This design comes from an exercise in tuning for small area on the open sky130 flow, not from production work.
No run shown here included a check of the RTL's function; only the layout flow was run.
Power and IR drop assume default switching activity.

[design/flow/run.sh]
#!/bin/bash
# synth_recipe.tcl (not shown) runs the flow's synth.tcl, then flattens the netlist and writes it again
# the make line also repeats each setting of config.mk as NAME=value (left out here)
make -C /OpenROAD-flow-scripts/flow DESIGN_CONFIG=/design/flow/config.mk WORK_HOME=/design/flow/orfs CLKGATE_MAP_FILE= SYNTH_SCRIPT=/design/flow/synth_recipe.tcl finish
[design/flow/config.mk]
export PLATFORM = sky130hd
export DESIGN_NAME = cpu2
export DESIGN_NICKNAME = cpu2
export VERILOG_FILES = /design/flow/design.v
export SDC_FILE = /design/flow/constraint.sdc
export NUM_CORES = 4
export LEC_CHECK = 0
export CAP_MARGIN = 20
export CORE_MARGIN = 2
export CORE_UTILIZATION = 60
export GPL_TIMING_DRIVEN = 0
export SLEW_MARGIN = 20
[design/flow/constraint.sdc]
create_clock -name core_clock -period 12.0 [get_ports {clk}]
set_input_delay 2.4000 -clock core_clock [delete_from_list [all_inputs] [get_ports {clk}]]
set_output_delay 2.4000 -clock core_clock [all_outputs]
set_load 0.01 [all_outputs]
[design/flow/design.v]
module alu (
	input wire [2:0] ope,      
	input wire use_add,        
	input wire zero_b,         
	input wire [31:0] cs,      
	input wire [31:0] ct,
	input wire [31:0] ds,
	input wire [31:0] dt,
	output wire [31:0] dd,
	output wire eq,
	output wire lt
	);
	wire do_sub = ~use_add & ope == 3'b010;
	wire [31:0] b = zero_b ? 32'b0 : dt;
	wire [31:0] sum = ds + (b ^ {32{do_sub}}) + {31'b0, do_sub};
	assign eq = cs == ct;
	assign lt = $signed(cs) < $signed(ct);
	wire left = ope == 3'b011;
	wire [31:0] ds_r;
	wire [31:0] sh_r;
	wire [31:0] sh;
	genvar i;
	generate
		for (i = 0; i < 32; i = i + 1) begin : g_rev
			assign ds_r[i] = ds[31 - i];
			assign sh[i] = left ? sh_r[31 - i] : sh_r[i];
		end
	endgenerate
	assign sh_r = (left ? ds_r : ds) >> dt[4:0];
	assign dd = use_add ? sum :
				ope == 3'b110 ? {dt[15:0], ds[15:0]} :
				(ope == 3'b001 || ope == 3'b010) ? sum :
				(ope == 3'b011 || ope == 3'b100 || ope == 3'b101) ? sh : 32'b0;
endmodule
module branch_pred(
	input wire clk,
	input wire rstn,
	input wire is_branch,
	input wire is_b_op,
	input wire [1:0] extra,
	output wire is_taken
	);
	reg [1:0] bp2bit;
	assign is_taken = bp2bit[1];
	wire [2:0] up = {1'b0, bp2bit} + {1'b0, extra} + 3'd1;
	wire [2:0] dn = {1'b0, bp2bit} - {1'b0, extra} - 3'd1;
	always @(posedge clk) begin
		if (~rstn) begin
			bp2bit <= 2'b01;
		end else if (is_b_op) begin
			if (is_branch)
				bp2bit <= up[2] ? 2'b11 : up[1:0];
			else
				bp2bit <= dn[2] ? 2'b00 : dn[1:0];
		end
	end
endmodule
module regfile(
	input wire clk,
	input wire we,
	input wire [5:0] waddr,
	input wire [31:0] wdata,
	input wire [5:0] raddr_a,
	input wire [5:0] raddr_b,
	output wire [31:0] rdata_a,
	output wire [31:0] rdata_b
	);
	wire [31:0] mem [0:63];
	genvar i;
	generate
		for (i = 0; i < 64; i = i + 1) begin : g_ent
			if (i == 0 || i == 32) begin : g_zero
				assign mem[i] = 32'b0;
			end else begin : g_reg
				reg [31:0] q;
				always @(posedge clk) begin
					if (we && waddr == i)
						q <= wdata;
				end
				assign mem[i] = q;
			end
		end
	endgenerate
	assign rdata_a = mem[raddr_a];
	assign rdata_b = mem[raddr_b];
endmodule
module cpu2 (
	input wire clk,
	input wire rstn,
	output reg [7:0] err,
	output wire [31:0] iw_addra,
	output wire [31:0] iw_dina,
	output wire iw_ena,
	output wire [3:0] iw_wea,
	output wire [31:0] ir_addrb,
	input wire [31:0] ir_doutb,
	output wire ir_enb,
	output wire [31:0] d_addr,
	output wire [31:0] d_wdata,
	input wire [31:0] d_rdata,
	output wire d_en,
	output wire [3:0] d_we,
	output reg [3:0] f_ope_data,
	output wire [31:0] f_in1_data,
	output wire [31:0] f_in2_data,
	input wire f_in_rdy,
	output reg f_in_vld,
	input wire [31:0] f_out_data,
	output reg f_out_rdy,
	input wire f_out_vld,
	input wire [2:0] f_err,
	input wire [7:0] io_in_data,
	output reg io_in_rdy,
	input wire io_in_vld,
	output wire [7:0] io_out_data,
	input wire io_out_rdy,
	output reg io_out_vld,
	input wire [4:0] io_err
	);
	reg st_normal;
	reg st_stall;
	reg [31:0] id_pc;
	reg [31:0] de_instr;
	reg [31:0] de_alt;       
	reg de_is_jump;
	reg [4:0] ew_rd;
	reg [4:0] ew_rs;
	reg [4:0] ew_rt;
	reg ew_sf;
	reg [1:0] stall_cnt;     
	reg ew_lw;
	reg ew_sw;
	reg ew_fop;
	reg [31:0] ew_dd;
	reg ew_en;
	reg ew_f;
	reg [31:0] ew_wdata;
	reg [4:0] ww_rd;
	reg ww_lw;
	reg [31:0] ww_dd;
	reg ww_en;
	reg ww_f;
	wire [31:0] ii = ir_doutb;
	wire id_isj = ii[31:26] == 6'b000110 || ii[31:26] == 6'b100010;
	wire id_bop = ii[28:26] == 3'b010 && ~ii[31];
	wire bp_taken;
	wire id_is_jump = bp_taken && id_bop;
	wire id_cmu = ii[31:26] == 6'b0 && ii[10:0] == 11'd1;
	wire id_cms = ii[31:26] == 6'b0 && ii[10:0] == 11'd2;
	wire [31:0] id_off = id_isj ? {{6{ii[25]}}, ii[25:0]} : {{16{ii[25]}}, ii[25:21], ii[10:0]};
	wire [31:0] id_tgt = id_pc + id_off;
	wire [31:0] id_pc1 = id_pc + 32'd1;
	wire [5:0] dop = de_instr[31:26];
	wire [4:0] d_rs = de_instr[20:16];
	wire [4:0] d_rt = de_instr[15:11];
	wire d_fcls = de_instr[27:26] == 2'b01;
	wire ds_is_f = d_fcls && ~de_instr[1];
	wire dt_is_f = d_fcls;
	wire d_op0 = dop == 6'b0;
	wire d_bop = de_instr[28:26] == 3'b010 && ~de_instr[31];
	wire d_jbr = dop == 6'b001110 || dop == 6'b101010;
	wire ds_en = (~d_op0 && de_instr[27:26] == 2'b00) || d_bop || d_jbr ||
				 de_instr[28:26] == 3'b111 || dop == 6'b000011 || d_fcls ||
				 (d_op0 && (de_instr[10:0] == 11'd3 || de_instr[10:0] == 11'd5));
	wire dt_en = de_instr[28:26] == 3'b100 || d_bop || dop == 6'b000111 ||
				 (d_fcls && ~de_instr[5]) || (d_op0 && de_instr[10:0] == 11'd3);
	wire [31:0] rf_s, rf_t;
	wire [31:0] ww_res = ww_lw ? d_rdata : ww_dd;
	wire gp_we = st_normal && ww_en && ww_rd != 5'b0;
	wire [5:0] ra_s = st_stall ? {ew_sf, ew_rs} : {ds_is_f, d_rs};
	wire [5:0] ra_t = st_stall ? {1'b1, ew_rt} : {dt_is_f, d_rt};
	regfile rf(clk, gp_we, {ww_f, ww_rd}, ww_res, ra_s, ra_t, rf_s, rf_t);
	assign f_in1_data = rf_s;
	assign f_in2_data = rf_t;
	assign io_out_data = rf_s[7:0];
	wire fw_s = ww_en && d_rs != 5'b0 && ww_rd == d_rs && ds_is_f == ww_f;
	wire fw_t = ww_en && d_rt != 5'b0 && ww_rd == d_rt && dt_is_f == ww_f;
	wire [31:0] exec_ds = fw_s ? ww_res : rf_s;
	wire [31:0] exec_dt = fw_t ? ww_res : rf_t;
	wire is_exec_wait = ew_en &&
		((ds_en && d_rs != 5'b0 && d_rs == ew_rd && ds_is_f == ew_f) ||
		 (dt_en && d_rt != 5'b0 && d_rt == ew_rd && dt_is_f == ew_f));
	wire [15:0] d_imm = (de_instr[27:26] == 2'b00 || dop == 6'b001111) ? de_instr[15:0] :
						{de_instr[25:21], de_instr[10:0]};
	wire d_lwsw = de_instr[27:26] == 2'b11;
	wire [31:0] alu_dt = (de_instr[28:26] == 3'b100) ? exec_dt : {{16{d_imm[15]}}, d_imm};
	wire [31:0] alu_dd;
	wire b_eq, b_lt;
	alu u_alu(dop[5:3], d_lwsw | d_fcls, d_fcls, exec_ds, exec_dt, exec_ds, alu_dt, alu_dd, b_eq, b_lt);
	wire br_cond = d_bop && (dop[4:3] == 2'b00 ? b_eq :
							 dop[4:3] == 2'b01 ? ~b_eq :
							 dop[4:3] == 2'b10 ? b_lt : (b_eq | b_lt));
	wire is_branch = br_cond | d_jbr;
	wire flush = is_branch ^ de_is_jump;
	branch_pred bp(clk, rstn, br_cond, d_bop && st_normal, stall_cnt, bp_taken);
	wire hold = ~st_normal | is_exec_wait;
	wire [31:0] seq_pc = (id_isj | id_is_jump) ? id_tgt :
						 id_cmu ? 32'd64 :
						 id_cms ? 32'd0 : id_pc1;
	wire [31:0] redir_pc = d_jbr ? exec_ds : de_alt;
	wire [31:0] ir_addr = hold ? id_pc : flush ? redir_pc : seq_pc;
	assign ir_addrb = {ir_addr[29:0], 2'b00};
	assign ir_enb = 1'b1;
	assign iw_ena = 1'b1;
	assign iw_addra = exec_ds;
	assign iw_dina = exec_dt;
	assign iw_wea = {4{st_normal && d_op0 && de_instr[10:0] == 11'd3}};
	assign d_en = 1'b1;
	assign d_addr = {ew_dd[29:0], 2'b00};
	assign d_wdata = ew_wdata;
	assign d_we = {4{st_normal && ew_sw}};
	wire advance = st_normal && ~is_exec_wait;
	wire x11_undef = d_lwsw && dop[5:4] != 2'b00;
	wire x01_undef = d_fcls && de_instr[5:4] == 2'b11 && de_instr[3];
	wire x_fop = d_fcls && (de_instr[5:4] != 2'b11);
	wire x_out = dop == 6'b000011;
	wire x_in = dop == 6'b001011;
	always @(posedge clk) begin
		if (~rstn)
			id_pc <= 32'b0;
		else
			id_pc <= ir_addr;
		ew_wdata <= exec_dt;
	end
	always @(posedge clk) begin
		if (~rstn) begin
			st_normal <= 1'b0;
			st_stall <= 1'b0;
			stall_cnt <= 2'b0;
			err <= 8'b0;
			f_in_vld <= 1'b0;
			f_out_rdy <= 1'b0;
			io_in_rdy <= 1'b0;
			io_out_vld <= 1'b0;
			de_instr <= 32'b0;
			de_is_jump <= 1'b0;
			ew_sw <= 1'b0;
			ew_en <= 1'b0;
			ww_en <= 1'b0;
		end else if (~st_normal && ~st_stall) begin
			st_normal <= 1'b1;
		end else if (st_normal) begin
			if (~is_exec_wait) begin
				de_instr <= flush ? 32'b0 : ii;
				de_is_jump <= ~flush && id_is_jump;
				de_alt <= (id_bop && ~bp_taken) ? id_tgt : id_pc1;
				ew_rd <= de_instr[28:26] == 3'b110 ? 5'b11111 : de_instr[25:21];
				ew_lw <= dop == 6'b001111;
				ew_sw <= dop == 6'b000111;
				ew_fop <= dop == 6'b000001;
				if (~(x11_undef | x01_undef)) begin
					ew_en <= de_instr[27:26] == 2'b00 ? ~d_op0 :
							 de_instr[27:26] == 2'b10 ? de_instr[28] :
							 de_instr[27:26] == 2'b11 ? dop[3] : 1'b1;
					ew_f <= d_fcls && (x_fop ? ~de_instr[0] : ~de_instr[2]);
					if (~(x_out | x_in | x_fop))
						ew_dd <= de_instr[27:26] == 2'b10 ? de_alt : alu_dd;
				end else begin
					err[7] <= 1'b1;
				end
				if (d_op0 && de_instr[10:0] == 11'd4)
					err <= 8'b0;
				if (d_op0 && de_instr[10:0] == 11'd5)
					err <= exec_ds[7:0];
				if (x_out) begin
					io_out_vld <= 1'b1;
					st_normal <= 1'b0;
					st_stall <= 1'b1;
				end
				if (x_in) begin
					io_in_rdy <= 1'b1;
					st_normal <= 1'b0;
					st_stall <= 1'b1;
				end
				if (x_fop) begin
					f_in_vld <= 1'b1;
					f_ope_data <= de_instr[5:2];
					st_normal <= 1'b0;
					st_stall <= 1'b1;
				end
			end else begin
				ew_sw <= 1'b0;
				ew_en <= 1'b0;
			end
			stall_cnt <= 2'b0;
			ew_rs <= d_rs;
			ew_rt <= d_rt;
			ew_sf <= ds_is_f;
			ww_rd <= ew_rd;
			ww_lw <= ew_lw;
			ww_dd <= ew_dd;
			ww_en <= ew_en;
			ww_f <= ew_f;
		end else begin  
			stall_cnt <= {stall_cnt != 2'b0, stall_cnt == 2'b0};
			if (io_out_vld && io_out_rdy) begin
				io_out_vld <= 1'b0;
				st_normal <= 1'b1;
				st_stall <= 1'b0;
			end
			if (io_in_rdy && io_in_vld) begin
				io_in_rdy <= 1'b0;
				ew_dd <= {24'b0, io_in_data};
				st_normal <= 1'b1;
				st_stall <= 1'b0;
			end
			if (ew_fop && f_in_vld && f_in_rdy) begin
				f_in_vld <= 1'b0;
				f_out_rdy <= 1'b1;
			end
			if (ew_fop && f_out_rdy && f_out_vld) begin
				f_out_rdy <= 1'b0;
				ew_dd <= f_out_data;
				st_normal <= 1'b1;
				st_stall <= 1'b0;
			end
		end
	end
endmodule
==> qor.csv, run 1 <==
metric,value,unit
distinct cell type count after synthesis,121,
Post-Syn Instances,8804,
sequential fraction of the synthesis area,60.3,%
DP Wirelength,625000,um
clk buf depth,3,
number of synthesized flops with an enable pin,2110,
RePlAce Congestion,1.43,
error msg,[ERROR GRT-0116] Global routing finished with congestion. Check the congestion regions in the DRC Viewer.,
largest net degree at the start of global routing,68,
IO buf count,361,
hold_buf cts,0,
Synth Cell Area,0.109,sq mm
I/O Pins,377,
dpl cells,12000,
Tot GR Track Use,103,%
# H-tree levels,4,
grt ovf,12800,
Synth Flop Type,edfxtp_1,
total CTS buffers,223,
Root Driver,clkbuf_16,
Yosys Warn Count,3,
syn_area_per_cell,12.4,sq um
stage reached,global routing (5_1_grt),
asr flop ratio synth,0,%
num rows,156,
Chip Width,430,um
number of global-route vias before repair,130000,
Placed Area,0.126,sq mm
DIE HEIGHT,430,um
CTS Sinks,2228,
first-pass GRT wire length,1300000,um
Yosys reg bits,2228,
Starting Density,60.3,%
outcome,stopped before the end,
-- synthesized netlist by cell type, drive strengths merged, types with 217 or more instances --
cell,number,share of area (%)
edfxtp,2110,58
a22oi,647,4.5
nand2,529,1.8
a21oi,436,2.0
nor2,417,1.4
clkbuf,414,1.4
o21ai,379,1.8
buf,358,1.8
nand3,308,1.4
a221oi,298,2.4
a222oi,259,2.4
a22o,237,1.9
nand4,217,1.2
-- metal layers --
layer / GRT usage (%) / overflow
met4: 102 / 2410
met5: 90.1 / 228
met1: 101 / 2461
met2: 112 / 5999
met3: 97.3 / 1716
-- worst max-delay path by stage --
stage                            from      endpoint  slack, ns  depth (start not counted)
after CTS                    st_stall  ir_addrb[28]       0.01                         32
after detailed placement     st_stall  ir_addrb[28]      -2.57                         33
after global placement       st_stall  ir_addrb[28]      -6.36                         25
after floorplan           d_rdata[17]   ir_addrb[8]       2.91                         21
-- power groups by stage --
| stage | logic, W | registers, W | clock network, W |
|---|---|---|---|
| 2_1_floorplan | 0.00291 | 0.00892 | 0 |
| 3_3_place_gp | 0.00641 | 0.00893 | 0 |
| 3_5_place_dp | 0.00682 | 0.00893 | 0 |
| 4_1_cts | 0.00709 | 0.00876 | 0.00723 |
-- metrics by stage --
stage	worst slack, ns	hold slack (ns)	utilization, %	setup TNS [ns]
4_1_cts	0.0118	0.398	75.5	0
3_5_place_dp	-2.57	0.411	70.0	-65.87
3_3_place_gp	-6.36	0.401	64.0	-471.33
2_1_floorplan	2.91	0.400	-	0
-- cell families after synthesis --
kind of cell	synth area share [%]
buf+inv	3.65
simple gates	9.72
other cells	0.00690
xor+xnor	1.14
mux	2.47
compound gates	21.5
fa+ha+maj	1.18
flops	60.3
-- timing repair --
item | in CTS
gates resized for setup | 593
endpoints found under the setup margin | 44
pin swaps | 53
buffers inserted | 76
==> run 2, diff against run 1 <==
==> design/flow/config.mk (replaced) <==
export PLATFORM = sky130hd
export DESIGN_NAME = cpu2
export DESIGN_NICKNAME = cpu2
export VERILOG_FILES = /design/flow/design.v
export SDC_FILE = /design/flow/constraint.sdc
export NUM_CORES = 4
export LEC_CHECK = 0
export CAP_MARGIN = 5
export CORE_MARGIN = 2
export CORE_UTILIZATION = 40
export CTS_BUF_LIST = sky130_fd_sc_hd__clkbuf_8
export GPL_TIMING_DRIVEN = 0
export SLEW_MARGIN = 5
==> run 2 against run 1 <==
Synthesized cell count did not move. The flow again stops in global routing (5_1_grt). Area after synthesis did not move.
==> qor.csv, run 2 <==
metric,value,unit
first-pass GRT wire length,1490000,um
Tot GR Track Use,82.0,%
error msg,[ERROR GRT-0116] Global routing finished with congestion. Check the congestion regions in the DRC Viewer.,
stage reached,global routing (5_1_grt),
DIE HEIGHT,526,um
Yosys Warn Count,3,
Post-Syn Instances,8804,
syn_area_per_cell,12.4,sq um
synth cell count leaders,"2110 x edfxtp_1, 637 x a22oi_1, 527 x nand2_1",
Synth Flop Type,edfxtp_1,
pre-CTS WS,-4.32,ns
outcome,stopped before the end,
Synth Cell Area,0.109,sq mm
area share of the largest cell type after synthesis,58.2,%
distinct cell type count after synthesis,121,
Yosys reg bits,2228,
sequential fraction of the synthesis area,60.3,%
clk buf depth,4,
CTS Sinks,2228,
# H-tree levels,5,
number of synthesized flops with an enable pin,2110,
I/O Pins,377,
RePlAce Congestion,1.26,
asr flop ratio synth,0,%
top-count cell post-synth,edfxtp_1,
dpl cells,13300,
largest net degree at the start of global routing,68,
Yosys top cell by area,edfxtp_1,
IO buf count,361,
hold_buf cts,0,
Chip Width,526,um
DP Wirelength,772000,um
grt ovf,487,
number of global-route vias before repair,127000,
Starting Density,40.2,%
synth top area cells,"edfxtp_1 58%, a22oi_1 4.4%, a222oi_1 2.4%",
num rows,191,
total CTS buffers,390,
Root Driver,clkbuf_8,
==> run 2: worst min-delay path by stage <==
stage,slack (ns),to,startpoint
3_3_place_gp,0.40,ww_dd[30],ew_dd[30]
4_1_cts,0.43,ww_dd[31],ew_dd[31]
2_1_floorplan,0.40,ww_dd[30],ew_dd[30]
3_5_place_dp,0.41,ww_dd[30],ew_dd[30]
==> run 2: per-layer routing <==
layer	overflow	track usage, %
met1	50	85.9
met2	201	88.2
met3	42	77.3
met4	187	70.8
met5	7	60.9
==> run 2: kinds of logic after synthesis <==
group           count (synthesis)  share of synthesized area [%]
compound gates               3101                           21.5
fa+ha+maj                     100                           1.18
flops                        2228                           60.3
xor+xnor                      142                           1.14
other cells                     2                        0.00690
mux                           259                           2.47
buf+inv                       902                           3.65
simple gates                 2070                           9.72
==> run 2: metrics by stage <==
step | util, % | total power (W) | area (sq um) | TNS, ns | hold WS (ns)
2_1_floorplan | - | 0.0118 | 109000 | 0 | 0.400
3_3_place_gp | 43.2 | 0.0163 | 117000 | -1135.79 | 0.403
3_5_place_dp | 47.5 | 0.0167 | 129000 | -196.38 | 0.409
4_1_cts | 52.2 | 0.0245 | 141000 | -0.0686 | 0.427
==> run 2: repair_timing <==
action / 4_1_cts
resized for setup: 1010
endpoints found under the setup margin: 106
buffers inserted: 153
pin swaps: 109
cloned: 0
==> run 2: power groups by stage <==
stage / clock network [W] / registers [W] / logic (W)
2_1_floorplan: 0 / 0.00892 / 0.00291
3_3_place_gp: 0 / 0.00894 / 0.00737
3_5_place_dp: 0 / 0.00893 / 0.00781
4_1_cts: 0.00736 / 0.00877 / 0.00839
